This design comes from an exercise in tuning for small area on the open sky130 flow, not from production work.
Function not checked in this run: the RTL went through the layout flow alone.

[design/flow/design.v]
module fir16_shift_reg (clk, reset, sample_in, samples_flat);
  input clk;                       
  input reset;                     
  input signed [15:0] sample_in;   
  output [255:0] samples_flat;     
  reg signed [15:0] tap0, tap1, tap2, tap3, tap4, tap5, tap6, tap7;
  reg signed [15:0] tap8, tap9, tap10, tap11, tap12, tap13, tap14, tap15;
  always @(posedge clk or posedge reset) begin
    if (reset) begin
      tap0  <= 0; tap1  <= 0; tap2  <= 0; tap3  <= 0;
      tap4  <= 0; tap5  <= 0; tap6  <= 0; tap7  <= 0;
      tap8  <= 0; tap9  <= 0; tap10 <= 0; tap11 <= 0;
      tap12 <= 0; tap13 <= 0; tap14 <= 0; tap15 <= 0;
    end else begin
      tap15 <= tap14;
      tap14 <= tap13;
      tap13 <= tap12;
      tap12 <= tap11;
      tap11 <= tap10;
      tap10 <= tap9 ;
      tap9  <= tap8 ;
      tap8  <= tap7 ;
      tap7  <= tap6 ;
      tap6  <= tap5 ;
      tap5  <= tap4 ;
      tap4  <= tap3 ;
      tap3  <= tap2 ;
      tap2  <= tap1 ;
      tap1  <= tap0 ;
      tap0  <= sample_in;      
    end
  end
  assign samples_flat[  15:  0] = tap0;
  assign samples_flat[  31: 16] = tap1;
  assign samples_flat[  47: 32] = tap2;
  assign samples_flat[  63: 48] = tap3;
  assign samples_flat[  79: 64] = tap4;
  assign samples_flat[  95: 80] = tap5;
  assign samples_flat[ 111: 96] = tap6;
  assign samples_flat[ 127:112] = tap7;
  assign samples_flat[ 143:128] = tap8;
  assign samples_flat[ 159:144] = tap9;
  assign samples_flat[ 175:160] = tap10;
  assign samples_flat[ 191:176] = tap11;
  assign samples_flat[ 207:192] = tap12;
  assign samples_flat[ 223:208] = tap13;
  assign samples_flat[ 239:224] = tap14;
  assign samples_flat[ 255:240] = tap15;
endmodule
module fir16_coeff_rom (
    coeff0,  coeff1,  coeff2,  coeff3,
    coeff4,  coeff5,  coeff6,  coeff7,
    coeff8,  coeff9,  coeff10, coeff11,
    coeff12, coeff13, coeff14, coeff15
);
    output signed [15:0] coeff0;
    output signed [15:0] coeff1;
    output signed [15:0] coeff2;
    output signed [15:0] coeff3;
    output signed [15:0] coeff4;
    output signed [15:0] coeff5;
    output signed [15:0] coeff6;
    output signed [15:0] coeff7;
    output signed [15:0] coeff8;
    output signed [15:0] coeff9;
    output signed [15:0] coeff10;
    output signed [15:0] coeff11;
    output signed [15:0] coeff12;
    output signed [15:0] coeff13;
    output signed [15:0] coeff14;
    output signed [15:0] coeff15;
    assign coeff0  = -16'sd84;
    assign coeff1  = -16'sd53;
    assign coeff2  =  16'sd120;
    assign coeff3  =  16'sd240;
    assign coeff4  =  16'sd350;
    assign coeff5  =  16'sd420;
    assign coeff6  =  16'sd450;
    assign coeff7  =  16'sd460;
    assign coeff8  =  16'sd460;
    assign coeff9  =  16'sd450;
    assign coeff10 =  16'sd420;
    assign coeff11 =  16'sd350;
    assign coeff12 =  16'sd240;
    assign coeff13 =  16'sd120;
    assign coeff14 = -16'sd53;
    assign coeff15 = -16'sd84;
endmodule
module fir16_mac_core (
    clk, reset,
    samples_flat,
    coeff0, coeff1, coeff2, coeff3, coeff4, coeff5, coeff6, coeff7,
    coeff8, coeff9, coeff10, coeff11, coeff12, coeff13, coeff14, coeff15,
    y_out
);
    input clk;
    input reset;
    input [255:0] samples_flat;
    input signed [15:0] coeff0,  coeff1,  coeff2,  coeff3;
    input signed [15:0] coeff4,  coeff5,  coeff6,  coeff7;
    input signed [15:0] coeff8,  coeff9,  coeff10, coeff11;
    input signed [15:0] coeff12, coeff13, coeff14, coeff15;
    output reg signed [35:0] y_out;
    wire signed [15:0] sample0,  sample1,  sample2,  sample3;
    wire signed [15:0] sample4,  sample5,  sample6,  sample7;
    wire signed [15:0] sample8,  sample9,  sample10, sample11;
    wire signed [15:0] sample12, sample13, sample14, sample15;
    assign sample0  = samples_flat[  15:  0];
    assign sample1  = samples_flat[  31: 16];
    assign sample2  = samples_flat[  47: 32];
    assign sample3  = samples_flat[  63: 48];
    assign sample4  = samples_flat[  79: 64];
    assign sample5  = samples_flat[  95: 80];
    assign sample6  = samples_flat[ 111: 96];
    assign sample7  = samples_flat[ 127:112];
    assign sample8  = samples_flat[ 143:128];
    assign sample9  = samples_flat[ 159:144];
    assign sample10 = samples_flat[ 175:160];
    assign sample11 = samples_flat[ 191:176];
    assign sample12 = samples_flat[ 207:192];
    assign sample13 = samples_flat[ 223:208];
    assign sample14 = samples_flat[ 239:224];
    assign sample15 = samples_flat[ 255:240];
    reg signed [31:0] prod0,  prod1,  prod2,  prod3;
    reg signed [31:0] prod4,  prod5,  prod6,  prod7;
    reg signed [31:0] prod8,  prod9,  prod10, prod11;
    reg signed [31:0] prod12, prod13, prod14, prod15;
    wire signed [35:0] p0_ext,  p1_ext,  p2_ext,  p3_ext;
    wire signed [35:0] p4_ext,  p5_ext,  p6_ext,  p7_ext;
    wire signed [35:0] p8_ext,  p9_ext,  p10_ext, p11_ext;
    wire signed [35:0] p12_ext, p13_ext, p14_ext, p15_ext;
    assign p0_ext  = { {4{prod0[31]}},  prod0 };
    assign p1_ext  = { {4{prod1[31]}},  prod1 };
    assign p2_ext  = { {4{prod2[31]}},  prod2 };
    assign p3_ext  = { {4{prod3[31]}},  prod3 };
    assign p4_ext  = { {4{prod4[31]}},  prod4 };
    assign p5_ext  = { {4{prod5[31]}},  prod5 };
    assign p6_ext  = { {4{prod6[31]}},  prod6 };
    assign p7_ext  = { {4{prod7[31]}},  prod7 };
    assign p8_ext  = { {4{prod8[31]}},  prod8 };
    assign p9_ext  = { {4{prod9[31]}},  prod9 };
    assign p10_ext = { {4{prod10[31]}}, prod10 };
    assign p11_ext = { {4{prod11[31]}}, prod11 };
    assign p12_ext = { {4{prod12[31]}}, prod12 };
    assign p13_ext = { {4{prod13[31]}}, prod13 };
    assign p14_ext = { {4{prod14[31]}}, prod14 };
    assign p15_ext = { {4{prod15[31]}}, prod15 };
    wire signed [35:0] s0, s1, s2, s3, s4, s5, s6, s7;
    wire signed [35:0] t0, t1, t2, t3;
    wire signed [35:0] u0, u1;
    wire signed [35:0] final_sum;
    assign s0 = p0_ext  + p1_ext;
    assign s1 = p2_ext  + p3_ext;
    assign s2 = p4_ext  + p5_ext;
    assign s3 = p6_ext  + p7_ext;
    assign s4 = p8_ext  + p9_ext;
    assign s5 = p10_ext + p11_ext;
    assign s6 = p12_ext + p13_ext;
    assign s7 = p14_ext + p15_ext;
    assign t0 = s0 + s1;
    assign t1 = s2 + s3;
    assign t2 = s4 + s5;
    assign t3 = s6 + s7;
    assign u0 = t0 + t1;
    assign u1 = t2 + t3;
    assign final_sum = u0 + u1;
    always @(posedge clk or posedge reset) begin
        if (reset) begin
            prod0  <= 0;  prod1  <= 0;  prod2  <= 0;  prod3  <= 0;
            prod4  <= 0;  prod5  <= 0;  prod6  <= 0;  prod7  <= 0;
            prod8  <= 0;  prod9  <= 0;  prod10 <= 0;  prod11 <= 0;
            prod12 <= 0;  prod13 <= 0;  prod14 <= 0;  prod15 <= 0;
            y_out <= 0;
        end else begin
            prod0  <= sample0  * coeff0;
            prod1  <= sample1  * coeff1;
            prod2  <= sample2  * coeff2;
            prod3  <= sample3  * coeff3;
            prod4  <= sample4  * coeff4;
            prod5  <= sample5  * coeff5;
            prod6  <= sample6  * coeff6;
            prod7  <= sample7  * coeff7;
            prod8  <= sample8  * coeff8;
            prod9  <= sample9  * coeff9;
            prod10 <= sample10 * coeff10;
            prod11 <= sample11 * coeff11;
            prod12 <= sample12 * coeff12;
            prod13 <= sample13 * coeff13;
            prod14 <= sample14 * coeff14;
            prod15 <= sample15 * coeff15;
            y_out <= final_sum;
        end
    end
endmodule
module fir16_top (clk, reset, sample_in, y_out);
    input clk;
    input reset;
    input  signed [15:0] sample_in;
    output signed [35:0] y_out;
    wire [255:0] samples_flat;
    wire signed [15:0] coeff0,  coeff1,  coeff2,  coeff3;
    wire signed [15:0] coeff4,  coeff5,  coeff6,  coeff7;
    wire signed [15:0] coeff8,  coeff9,  coeff10, coeff11;
    wire signed [15:0] coeff12, coeff13, coeff14, coeff15;
    fir16_shift_reg shift_reg_inst (
        .clk          (clk),
        .reset        (reset),
        .sample_in    (sample_in),
        .samples_flat (samples_flat)
    );
    fir16_coeff_rom coeff_rom_inst (
        .coeff0  (coeff0),
        .coeff1  (coeff1),
        .coeff2  (coeff2),
        .coeff3  (coeff3),
        .coeff4  (coeff4),
        .coeff5  (coeff5),
        .coeff6  (coeff6),
        .coeff7  (coeff7),
        .coeff8  (coeff8),
        .coeff9  (coeff9),
        .coeff10 (coeff10),
        .coeff11 (coeff11),
        .coeff12 (coeff12),
        .coeff13 (coeff13),
        .coeff14 (coeff14),
        .coeff15 (coeff15)
    );
    fir16_mac_core mac_inst (
        .clk          (clk),
        .reset        (reset),
        .samples_flat (samples_flat),
        .coeff0       (coeff0),
        .coeff1       (coeff1),
        .coeff2       (coeff2),
        .coeff3       (coeff3),
        .coeff4       (coeff4),
        .coeff5       (coeff5),
        .coeff6       (coeff6),
        .coeff7       (coeff7),
        .coeff8       (coeff8),
        .coeff9       (coeff9),
        .coeff10      (coeff10),
        .coeff11      (coeff11),
        .coeff12      (coeff12),
        .coeff13      (coeff13),
        .coeff14      (coeff14),
        .coeff15      (coeff15),
        .y_out        (y_out)
    );
endmodule
[design/flow/run.sh]
#!/bin/bash
# synth_recipe.tcl (not shown) runs the flow's synth.tcl, then flattens the netlist and writes it again
# the make line also repeats each setting of config.mk as NAME=value (left out here)
make -C /OpenROAD-flow-scripts/flow DESIGN_CONFIG=/design/flow/config.mk WORK_HOME=/design/flow/orfs CLKGATE_MAP_FILE= SYNTH_SCRIPT=/design/flow/synth_recipe.tcl finish
[design/flow/config.mk]
export PLATFORM = sky130hd
export DESIGN_NAME = fir16_top
export DESIGN_NICKNAME = fir16_top
export VERILOG_FILES = /design/flow/design.v
export SDC_FILE = /design/flow/constraint.sdc
export NUM_CORES = 4
export LEC_CHECK = 0
export CAP_MARGIN = 20
export CORE_MARGIN = 2
export CORE_UTILIZATION = 40
export SLEW_MARGIN = 20
[design/flow/constraint.sdc]
create_clock -name core_clock -period 8.0 [get_ports {clk}]
set_input_delay 1.6000 -clock core_clock [delete_from_list [all_inputs] [get_ports {clk}]]
set_output_delay 1.6000 -clock core_clock [all_outputs]
set_load 0.01 [all_outputs]
==> impl_metrics.py <==
metrics = {
    "run_status": {
        "status": "timing/DRC/antenna clean",
    },
    "cts": {
        "cts_tree": "yes",
        "cts_hold_buf": 0,
        "htreeDepth": 3,
        "clk_latency_ns": 0.69,
        "clk_pin_slew_ns": 0.06,
        "numCtsBuffers": 78,
        "cts_setup_buffers": 0,
        "cts.sinks": 635,
        "cts_resized": 0,
        "root_buffer": "clkbuf_16",
        "clockBufferDepth": 3,
    },
    "cells_and_area": {
        "num-fill-cells": 15022,
        "syn2layout_area_growth_pct": 9.44,
        "final_common_cell": "inv_1",
        "seqCellArea_mm2": 0.0159,
        "multiInputGateArea_mm2": 0.0429,
        "instances_no_fill": 8458,
        "final_area_mm2": 0.0700,
        "nNetsFinal": 8122,
        "final_cell_mix": "inv_1 (1,378), ha_1 (1,084), fa_1 (697)",
        "drive_above_1_share_pct": 3.48,
    },
    "setup_path": {
        "cp.arrival_ns": 7.99,
        "worst_path_largest_cell_delay_ns": 0.49,
        "start_kind": "flop",
        "reg2regPathDepth": 27,
        "critPathMaxFanout": 5,
        "worstSetupPathType": "reg -> reg",
        "worstSetupPathDepth": 27,
        "slowest_stage": "fa_1",
        "critPathRequiredTime_ns": 8.61,
        "path_buf_inv": 3,
        "path_common_cell": "fa_1",
        "critical_path.top_delay_family": "adder cells",
        "end_kind": "flop",
    },
    "detailed_routing": {
        "dr.first_iter.drc_count": 2458,
        "wl_mm": 152,
        "vias_per_cell": 5.02,
        "post_drt_wl_per_cell_um": 17.9,
        "ant_nets": 0,
        "drt_pass1_iterations": 5,
        "num_vias": 42463,
        "drcViolationCount": 0,
    },
    "yosys": {
        "yosysTopAreaCellShare_pct": 24.8,
        "syn_area_mm2": 0.0640,
        "syn_area_per_cell_um2": 10.3,
        "synth_cells": 6189,
        "ys_seq_area_share_pct": 24.8,
        "synth_cell_types": 76,
        "synth_nets": 7988,
        "synth-edff-count": 0,
        "async_reset_ff_share_pct": 100,
        "ys_warn_count": 2,
        "yosys-top-cells-area": "dfrtp_1 (25%), fa_1 (22%), ha_1 (21%)",
        "synth_area_leader_cell": "dfrtp_1",
        "synthFlopType": "dfrtp_1",
        "synth_seq_cells": 635,
    },
    "global_route": {
        "grt_pass1_vias": 44446,
        "antenna_found_initial": 3,
        "grt_pass1_wl_mm": 249,
        "overflow": 0,
        "track_usage_pct": 19.5,
        "grt_max_degree": 157,
    },
    "sta": {
        "hold_viol": 0,
        "relSlewSlack_pct": 30.5,
        "rsz0062_at_grt": "no",
        "min_period_ns": 7.37,
        "setup_viol": 0,
        "finClkSkew_ns": 0.0313,
        "tightest_slew_ns": 1.04,
        "period_share_pct": 92.2,
        "drv_slew": 0,
        "max_freq_mhz": 136,
        "fin_hold_ws_ns": 0.432,
        "setup_ws_ns": 0.626,
    },
    "floorplan": {
        "die_w_um": 404,
        "design.core.area_mm2": 0.159,
        "initial_core_util_pct": 40.3,
        "ioPinCount": 54,
        "num_rows": 146,
        "die_area_mm2": 0.163,
        "die_h_um": 404,
    },
    "place": {
        "pre_cts_slack_ns": 0.612,
        "place_hpwl_mm": 127,
        "numPortBuffers": 53,
        "place.gp.congestion": 0.908,
        "dp.cells": 8315,
        "place_area_mm2": 0.0672,
    },
    "run": {
        "maxCapViolations": 0,
    },
    "worst_hold_path": {
        "hold_depth": 0,
        "hold_class": "reg -> reg",
    },
}
[cells in the mapped netlist, drive strengths merged (92+ instances only)]
master,n
a21oi,332
nor2,229
xnor2,336
inv,1379
nor3,92
a21o,154
xor2,157
fa,697
nand2,183
o21ai,170
dfrtp,635
ha,1084
[final cells by class]
class | count | share of cell area, %
Multi-Input combinational cell | 4162 | 61.2
Antenna cell | 1 | 0.00357
Clock buffer | 97 | 3.08
Timing Repair Buffer | 67 | 0.962
Inverter | 1379 | 7.40
Clock inverter | 45 | 0.928
Tap cell | 2072 | 3.70
Sequential cell | 635 | 22.7
[worst reg2reg max path, delay by kind of cell, from the launching register on]
| family | cells | cell delay [ns] |
|---|---|---|
| flops | 1 | 0.43 |
| simple gates | 4 | 0.58 |
| xor+xnor | 2 | 0.44 |
| compound gates | 11 | 2.77 |
| buf+inv | 3 | 0.22 |
| fa+ha+maj | 7 | 2.89 |
[per-stage QoR]
stage | utilization (%) | setup TNS (ns)
after floorplan | - | -1443.22
after global placement | 42.4 | 0
after detailed placement | 42.4 | 0
after CTS | 44.1 | 0
after global routing | 44.1 | 0
final | 44.2 | 0
[sequential cells by signal, summed over array words and instances (netlist names), 22 cells and up]
name / cells
mac_inst.prod7: 23
mac_inst.prod8: 23
mac_inst.prod11: 24
mac_inst.y_out: 36
mac_inst.prod15: 22
mac_inst.prod1: 23
mac_inst.prod4: 24
mac_inst.prod14: 23
[path summary, 6_finish.rpt]
kind                            slack, ns                    start                      end
worst max-delay path                 0.63  shift_reg_inst.tap10[1]       mac_inst.y_out[29]
worst min-delay path                 0.43  shift_reg_inst.tap13[0]  shift_reg_inst.tap14[0]
worst max register to register       0.63  shift_reg_inst.tap10[1]       mac_inst.y_out[29]
worst min register to register       0.43  shift_reg_inst.tap13[0]  shift_reg_inst.tap14[0]
max in group asynchronous            4.78                    reset        mac_inst.prod7[6]
min in group asynchronous            1.45                    reset        mac_inst.y_out[1]
[metal layers]
layer / vias up / routed length [um] / track usage, %
met5: - / 0 / 0
met4: 0 / 3310 / 4.62
met3: 160 / 6220 / 2.22
met2: 686 / 69100 / 31.0
met1: 21173 / 73200 / 28.4
li1: 20444 / - / -
[cell families after synthesis]
family | Yosys count | synth area share [%]
adders and majority gates | 1781 | 43.0
xor gates and xnor gates | 493 | 6.75
DFF | 635 | 24.8
buffers and inverters | 1392 | 8.17
AOI/OAI and AO/OA | 1031 | 10.6
muxes | 22 | 0.368
and+or+nand+nor | 835 | 6.29

==> afterwards: timing with drivers on the ports <==
How much do the figures lean on ideal ports? The routed layout below was timed once more, with nothing changed but the port constraints.
Step 1: set_driving_cell puts a clkbuf_16 on clk and a buf_2 on each other input, an assumption about the parent block.
Step 2 moves the port delays by t, midway between the first and last clock arrival at a register: inputs arrive t later, outputs are due t later. That takes back most of the time a late clock gives input paths.
Three values: no drivers, after step 1, after step 2; two values: the first two.
shift t [ns]: 0.752
setup slack, ns: 0.626 / 0.626 / 0.626
hold WS [ns]: 0.432 / 0.432 / 0.432
After both steps setup and hold are still met in this run. The setup slack of this run moves by 0.000 ns with the drivers and by 0.000 ns with both steps.
